Background: an optimization exercise with open tools, aiming at small area. Do not read the settings as production practice.
Function was checked by simulation only, so behaviour that the tests miss may differ from the original.
No activity file was given, so power comes from the tool's default toggle rates.

--- flow/run.sh ---
#!/bin/bash
# synth_recipe.tcl (not shown) runs the flow's synth.tcl, then flattens the netlist and writes it again
# the make line also repeats each setting of config.mk as NAME=value (left out here)
make -C /OpenROAD-flow-scripts/flow DESIGN_CONFIG=/design/flow/config.mk WORK_HOME=/design/flow/orfs CLKGATE_MAP_FILE= SYNTH_SCRIPT=/design/flow/synth_recipe.tcl finish
--- flow/config.mk ---
export PLATFORM = sky130hd
export DESIGN_NAME = axi_lite_master_top
export DESIGN_NICKNAME = axi_lite_master_top
export VERILOG_FILES = /design/flow/design.v
export SDC_FILE = /design/flow/constraint.sdc
export NUM_CORES = 4
export LEC_CHECK = 0
export CAP_MARGIN = 20
export CORE_MARGIN = 2
export CORE_UTILIZATION = 40
export PLACE_DENSITY = 0.6
export SLEW_MARGIN = 20
--- flow/constraint.sdc ---
create_clock -name core_clock -period 6.5 [get_ports {M_AXI_ACLK}]
set_input_delay 1.3000 -clock core_clock [delete_from_list [all_inputs] [get_ports {M_AXI_ACLK}]]
set_output_delay 1.3000 -clock core_clock [all_outputs]
set_load 0.01 [all_outputs]
--- flow/design.v ---
`timescale 1ns/1ps
module axi_lite_master #
   (
    parameter integer C_M_AXI_ADDR_WIDTH = 32,
    parameter integer C_M_AXI_DATA_WIDTH = 32,
  parameter C_NUM_COMMANDS = 16,
  parameter READ_WRITE_ADDR = 32'h88000000
    )
   (
    input wire M_AXI_ACLK,
    input wire M_AXI_ARESETN,
    output wire [C_M_AXI_ADDR_WIDTH-1:0] M_AXI_AWADDR,
    output wire [3-1:0] M_AXI_AWPROT,
    output wire M_AXI_AWVALID,
    input wire M_AXI_AWREADY,
    output wire [C_M_AXI_DATA_WIDTH-1:0] M_AXI_WDATA,
    output wire [C_M_AXI_DATA_WIDTH/8-1:0] M_AXI_WSTRB,
    output wire M_AXI_WVALID,
    input wire M_AXI_WREADY,
    input wire [2-1:0] M_AXI_BRESP,
    input wire M_AXI_BVALID,
    output wire M_AXI_BREADY,
    output wire [C_M_AXI_ADDR_WIDTH-1:0] M_AXI_ARADDR,
    output wire [3-1:0] M_AXI_ARPROT,
    output wire M_AXI_ARVALID,
    input wire M_AXI_ARREADY,
    input wire [C_M_AXI_DATA_WIDTH-1:0] M_AXI_RDATA,
    input wire [2-1:0] M_AXI_RRESP,
    input wire M_AXI_RVALID,
    output wire M_AXI_RREADY,
    output wire DONE_SUCCESS,
   input wire start_input_gpio,
   output wire 		 	test_awvalid,
    output wire [31:0]	test_awaddr,
    output wire [31:0] 	test_wdata,
    output wire 		 	test_wvalid,
   output wire       	test_bready,
   output wire			test_bvalid,
    output wire     	 	test_rready,
   output wire [31:0] 	test_araddr,
   output wire       	test_arvalid,
   output wire [31:0]	test_rdata,
   output wire			test_rvalid
    );
   reg 		awvalid;
   reg 		wvalid;
   reg 		push_write;
   reg 		pop_read;
   reg          arvalid;
   reg          rready;
   reg          bready;
   reg [31:0] 	awaddr;
   reg [31:0] 	wdata;
   reg [31:0] 	araddr;
   wire 	write_resp_error;
   wire         read_resp_error;
  wire [31:0]		rdata;
   reg          writes_done;
   reg          reads_done;
   reg          error_reg;
   reg [31:0] 	write_index;
   reg [31:0] 	read_index;
   reg [31:0] 	check_rdata;
   reg          done_success_int;
   wire         read_mismatch;
   wire 	last_write;
   wire 	last_read;
assign test_awvalid = awvalid;
assign test_awaddr = awaddr ;
assign test_wdata = wdata;
assign test_wvalid = wvalid;
assign test_bready = bready;
assign test_bvalid = M_AXI_BVALID;
assign test_rready = rready;
assign test_araddr = araddr ;
assign test_arvalid = arvalid ;
assign test_rdata = M_AXI_RDATA;
assign test_rvalid = M_AXI_RVALID;
assign M_AXI_AWADDR = awaddr;
assign M_AXI_WDATA = wdata;
assign M_AXI_AWPROT = 3'h0;
assign M_AXI_AWVALID = awvalid;
assign M_AXI_WVALID = wvalid;
assign M_AXI_WSTRB = -1;
assign M_AXI_BREADY = bready;
assign M_AXI_ARADDR = araddr;
assign M_AXI_ARVALID = arvalid;
assign M_AXI_ARPROT = 3'b0;
assign M_AXI_RREADY = rready;
assign DONE_SUCCESS = done_success_int;
wire reset_start;
assign reset_start = M_AXI_ARESETN && start_input_gpio ;
always @(posedge M_AXI_ACLK)
  begin
     if (reset_start == 0)
       awvalid <= 1'b0;
     else if (M_AXI_AWREADY && awvalid)
       awvalid <= 1'b0;
     else if (push_write)
       awvalid <= 1'b1;
     else
       awvalid <= awvalid;
  end
   always @(posedge M_AXI_ACLK)
  begin
      if ( reset_start == 0)
    wvalid <= 1'b0;
      else if (M_AXI_WREADY && wvalid)
    wvalid <= 1'b0;
     else if (push_write)
       wvalid <= 1'b1;
     else
       wvalid <= awvalid;
  end
always @(posedge M_AXI_ACLK)
  begin
     if (reset_start == 0)
     bready <= 1'b0;
      else
     bready <= 1'b1;
  end
assign write_resp_error = bready & M_AXI_BVALID & M_AXI_BRESP[1];
always @(posedge M_AXI_ACLK)
  begin
     if (reset_start == 0)
       arvalid <= 1'b0;
     else if (M_AXI_ARREADY && arvalid)
       arvalid <= 1'b0;
     else if (pop_read)
       arvalid <= 1'b1;
     else
       arvalid <= arvalid;
  end
always @(posedge M_AXI_ACLK)
  begin
     if (reset_start == 0)
     rready <= 1'b0;
      else
     rready <= 1'b1;
   end
assign read_resp_error = rready & M_AXI_RVALID & M_AXI_RRESP[1];
always @(write_index)
  begin
     awaddr <= READ_WRITE_ADDR+ ((write_index-1)*4) ;
  end
always @(read_index)
  begin
  araddr <= READ_WRITE_ADDR + ((read_index-1)*4) ;
  end
always @(write_index)
  begin
  wdata <= write_index ;
  end
always @(read_index)
  begin
  check_rdata <= read_index ;
  end
always @(posedge M_AXI_ACLK)
  begin
      if (reset_start == 0)
  begin
     push_write <= 1'b0;
     write_index <= 0;
  end
      else if (~awvalid && ~wvalid && ~last_write && ~push_write)
  begin
     push_write <= 1'b1;
     write_index <= write_index + 1;
  end
      else
  begin
     push_write <= 1'b0;  
     write_index <= write_index;
  end
  end
assign last_write = (write_index == C_NUM_COMMANDS);
always @(posedge M_AXI_ACLK)
  begin
     if (reset_start == 0)
       writes_done <= 1'b0;
     else if (last_write && M_AXI_BVALID)
       writes_done <= 1'b1;
     else
       writes_done <= writes_done;
  end
assign last_read = (read_index == C_NUM_COMMANDS);
always @(posedge M_AXI_ACLK)
  begin
     if (reset_start == 0 || writes_done == 0)
       begin
    pop_read <= 1'b0;
    read_index <= 0;
       end
     else if (~arvalid && ~last_read && ~pop_read)
       begin
    pop_read <= 1'b1;
    read_index <= read_index + 1;
       end
     else
       begin
    pop_read <= 1'b0;
    read_index <= read_index;
       end
  end
always @(posedge M_AXI_ACLK)
  begin
     if (reset_start == 0)
       reads_done <= 1'b0;
     else if (last_read && M_AXI_RVALID)
       reads_done <= 1'b1;
     else
       reads_done <= reads_done;
  end
assign read_mismatch = ((M_AXI_RVALID && rready) && (M_AXI_RDATA != check_rdata));
always @(posedge M_AXI_ACLK)
  begin
     if (reset_start == 0)
       error_reg <= 1'b0;
     else if (read_mismatch || write_resp_error || read_resp_error)
       error_reg <= 1'b1;
     else
       error_reg <= error_reg;
  end
always @(posedge M_AXI_ACLK)
  begin
     if (reset_start == 0 )
       done_success_int <= 1'b0;
     else if (writes_done && reads_done && ~error_reg)
       done_success_int <= 1'b1;
     else
       done_success_int <= done_success_int;
  end
endmodule
`timescale 1ns/1ps
module axi_lite_master_top (
    input  wire        M_AXI_ACLK,
    input  wire        M_AXI_ARESETN,
    input  wire        start_input_gpio,
    output wire [31:0] M_AXI_AWADDR,
    output wire        M_AXI_AWVALID,
    input  wire        M_AXI_AWREADY,
    output wire [31:0] M_AXI_WDATA,
    output wire        M_AXI_WVALID,
    input  wire        M_AXI_WREADY,
    input  wire [1:0]  M_AXI_BRESP,
    input  wire        M_AXI_BVALID,
    output wire        M_AXI_BREADY,
    output wire [31:0] M_AXI_ARADDR,
    output wire        M_AXI_ARVALID,
    input  wire        M_AXI_ARREADY,
    input  wire [31:0] M_AXI_RDATA,
    input  wire [1:0]  M_AXI_RRESP,
    input  wire        M_AXI_RVALID,
    output wire        M_AXI_RREADY,
    output wire        DONE_SUCCESS
);
   axi_lite_master u_master (
      .M_AXI_ACLK(M_AXI_ACLK),
      .M_AXI_ARESETN(M_AXI_ARESETN),
      .M_AXI_AWADDR(M_AXI_AWADDR),
      .M_AXI_AWPROT(),
      .M_AXI_AWVALID(M_AXI_AWVALID),
      .M_AXI_AWREADY(M_AXI_AWREADY),
      .M_AXI_WDATA(M_AXI_WDATA),
      .M_AXI_WSTRB(),
      .M_AXI_WVALID(M_AXI_WVALID),
      .M_AXI_WREADY(M_AXI_WREADY),
      .M_AXI_BRESP(M_AXI_BRESP),
      .M_AXI_BVALID(M_AXI_BVALID),
      .M_AXI_BREADY(M_AXI_BREADY),
      .M_AXI_ARADDR(M_AXI_ARADDR),
      .M_AXI_ARPROT(),
      .M_AXI_ARVALID(M_AXI_ARVALID),
      .M_AXI_ARREADY(M_AXI_ARREADY),
      .M_AXI_RDATA(M_AXI_RDATA),
      .M_AXI_RRESP(M_AXI_RRESP),
      .M_AXI_RVALID(M_AXI_RVALID),
      .M_AXI_RREADY(M_AXI_RREADY),
      .DONE_SUCCESS(DONE_SUCCESS),
      .start_input_gpio(start_input_gpio),
      .test_awvalid(),
      .test_awaddr(),
      .test_wdata(),
      .test_wvalid(),
      .test_bready(),
      .test_bvalid(),
      .test_rready(),
      .test_araddr(),
      .test_arvalid(),
      .test_rdata(),
      .test_rvalid()
   );
endmodule
==> flow_summary.toml <==
[logic_synthesis]
synth_cells = 668
synth-async-reset-ratio_pct = 0
synth_cell_type_count = 50
syn_area_um2 = 5140
ys_ff_latch = 74
yosysSeqAreaShare_pct = 28.8
synth.avg_cell_area_um2 = 7.70
synth_edf_count = 0
synth-main-ff-cell = "dfxtp_1"
yosysWarnings = 1

[detailed_routing]
via_count = 5010
wl_mm = 15.1
drt-wirelength-per-cell_um = 16.0
first_iter_violations = 359
route.detailed.drc = 0
viasPerCell = 5.34
drtAntennaViolNets = 0
drt_first_pass_iters = 4

[setup_path]
critPathArrivalTime_ns = 3.84
critPathBufInv = 2
max_stage_delay_ns = 0.57
critPathRequiredTime_ns = 5.20
crit_type = "flip-flop to output pin"
cpMaxStageDelayCell = "nor4b_1"
critical_path.cell_chain = "inv_1 > ha_1 > nor4b_1 > nand4_1 > nor3_1 > xor2_1 > ha_1 > a2111oi_0 > a31oi_1 > xor2_1 > clkdlybuf4s50_1"
crit_fanout = 8
endpoint_kind = "output pin"
crit_family = "simple AND/OR/NAND/NOR gates"
cp-start-kind = "flip-flop"

[clock_tree]
cts.path.max_buffers = 2
cts-htree-levels = 3
cts_buffers = 9
root_buffer = "clkbuf_16"
clk_latency_ns = 0.34
cts_resized = 0
cts_hold_buf = 0
tritoncts = "yes"
clkTransAtPathRegs_ns = 0.05
clock-sinks = 74
cts_setup_buffers = 0

[timing]
max_freq_ghz = 0.195
relSlewSlack_pct = 40.5
setup_violations = 0
period_share_pct = 79.1
slew_viol_final = 0
hold_slack_ns = 0.482
grt_setup_unrepaired = "false"
worst_pin_slew_ns = 0.886
setup_slack_ns = 1.36
setup_tns_ns = 0
hold_viol_final = 0
skew_ns = 0.00638
final.min_clock_period_ns = 5.14

[placed_design]
gp_congestion = 0.906
hpwl_mm = 11.5
place_inst = 924
place_ws_ns = 1.77
io_buffers = 139

[global_routing]
antenna_found_initial = 0
grt_pass1_vias = 4716
grt_start_max_net_pins = 41
grt.total_usage_pct = 21.6
grt_pass1_wl_mm = 24.4
grt_overflow = 0

[finish]
antenna_cells = 0
stdcell_count = 939
area_growth_pct = 32.1
fillers = 1211
layout-drive-gt1-share_pct = 4.43
final_nets = 813
reg.largest.list = "u_master.read_index (32), u_master.write_index (32)"

[power_and_ir_drop]
finalPower_mw = 1.10
ir_worst_vdd_mv = 0.121
power_density_nw_per_um2 = 162
p_leak_nw = 2.38

[floorplanning]
io_pins = 146
initial_core_util_pct = 40.9
dieArea_um2 = 13800
die_x_um = 117
row_count = 41
die_height_um = 117
core_um2 = 12600

[status]
status = "complete, no violations"

[flow_run]
drv_cap = 0

[hold_path]
min_path_type = "flip-flop to flip-flop"
cell type report:
type,instances,area (um^2),area share [%]
tap,172,215,3.17
clock buffer,10,229,3.37
clock inverter,5,56.3,0.829
sequential,74,1480,21.8
timing repair buffer,142,1410,20.8
inverter,28,105,1.55
multi-input combinational,508,3290,48.5
kinds of logic after synthesis:
kind of cell             Yosys count  share of synthesized area (%)
AND/OR/NAND/NOR                  324                           33.9
XOR/XNOR                         137                           23.3
buffers and inverters             89                           7.56
flip-flops                        74                           28.8
AO/OA/AOI/OAI                     34                           4.35
adder cells (fa/ha/maj)            6                           1.46
multiplexers                       3                          0.584
other                              1                         0.0729
metal layers:
metal | GRT usage (%) | vias up | wire length (um)
li1 | - | 2444 | -
met4 | 7.00 | 0 | 318
met1 | 28.8 | 2370 | 6820
met3 | 4.96 | 25 | 917
met5 | 0 | - | 0
met2 | 34.4 | 171 | 7000
synth_stat cells, types with 2 or more instances:
master     count  share of area (%)
nor2_1       102                7.4
xnor2_1       78                 13
dfxtp_1       74                 29
xor2_1        59                 10
nand2_1       51                3.7
clkbuf_1      39                2.8
nor4_1        30                3.6
inv_1         28                2.0
nand4_1       27                3.3
nor3_1        26                2.5
nand3_1       21                2.0
buf_2         13                1.3
and3_1         9                1.1
a21oi_1        8               0.78
nor4b_1        8                1.4
or4_1          8                1.2
or3_1          7               0.85
and4_1         6                1.0
buf_4          6               0.88
ha_1           6                1.5
o21ai_0        6               0.58
a31oi_1        5               0.61
nor3b_1        4               0.58
nor4_2         4               0.97
and2_1         3               0.36
mux2i_1        3               0.58
nor2b_1        3               0.36
nor4_4         3                1.2
o31ai_1        3               0.44
a211oi_1       2               0.29
buf_6          2               0.44
nand3b_1       2               0.29
o22ai_1        2               0.24
o2bb2ai_1      2               0.34
o41ai_1        2               0.34
or2_2          2               0.24
cells in the final DEF (no fill, tap or decap), drive strengths merged, types with 3 or more instances in the layout:
master	n
buf	3
nand3	22
a21oi	8
nor3	28
clkinv	3
nor2b	3
nand2	51
mux2i	3
or3	7
and3	9
dfxtp	74
or4	9
nor4b	8
nor3b	4
xor2	59
clkbuf	10
and2	3
nand4	27
ha	6
a31oi	5
and4	6
clkdlybuf4s50	139
o31ai	3
nor4	37
inv	28
o21ai	6
nor2	103
conb	4
xnor2	78
worst register-to-register path, cell delays in order, from the launching register on:
cell and delay, ns:
dfxtp_1 0.54, and4_1 0.32, nand4_1 0.30, nor3_1 0.82, nand3_1 0.24, xnor2_1 0.19
nor2_1 0.06
stage by stage:
step / instance area (um^2) / utilization (%)
2_1_floorplan: 5160 / -
3_3_place_gp: 6500 / 51.7
3_5_place_dp: 6500 / 51.7
4_1_cts: 6790 / 54.0
5_1_grt: 6800 / 54.1
6_report: 6800 / 54.1
final timing paths:
| check | start | to | slack (ns) | cells past startpoint |
|---|---|---|---|---|
| setup / recovery | u_master.write_index[0] | M_AXI_AWADDR[31] | 1.36 | 11 |
| hold / removal | u_master.reads_done | u_master.reads_done | 0.48 | 2 |
| setup reg to reg | u_master.read_index[2] | u_master.read_index[31] | 3.89 | 6 |
| hold reg to reg | u_master.reads_done | u_master.reads_done | 0.48 | 2 |
power by group:
part / leakage [nW] / internal [mW] / switching (mW)
clock: 0.138 / 0.294 / 0.188
combinational: 1.65 / 0.0921 / 0.0715
sequential: 0.597 / 0.456 / 0.00277
total: 2.38 / 0.842 / 0.262

separate check: timing with driven ports:
The flow's constraints put no driver on any port. The routed layout listed below was extracted and timed again, unchanged, in two steps.
Step 1 sets driving cells, clkbuf_16 on the clock port and buf_2 on the other inputs (assumed; they add their load-dependent delay and slew).
Step 2 moves the port delays by t, midway between the first and last clock arrival at a register: inputs arrive t later, outputs are due t later. That takes back most of the time a late clock gives input paths.
Three values: ideal ports, drivers, drivers and shift; two values: the first two.
t, ns: 0.374
setup slack, ns: 1.359 / 1.320 / 1.695
worst slew at a driven data input, ns: 0.05
cell pins on the clock port's net: 1
After both steps setup and hold are still met in this run. For this run, drivers alone change the setup slack by -0.039 ns; drivers and shift together by +0.336 ns.
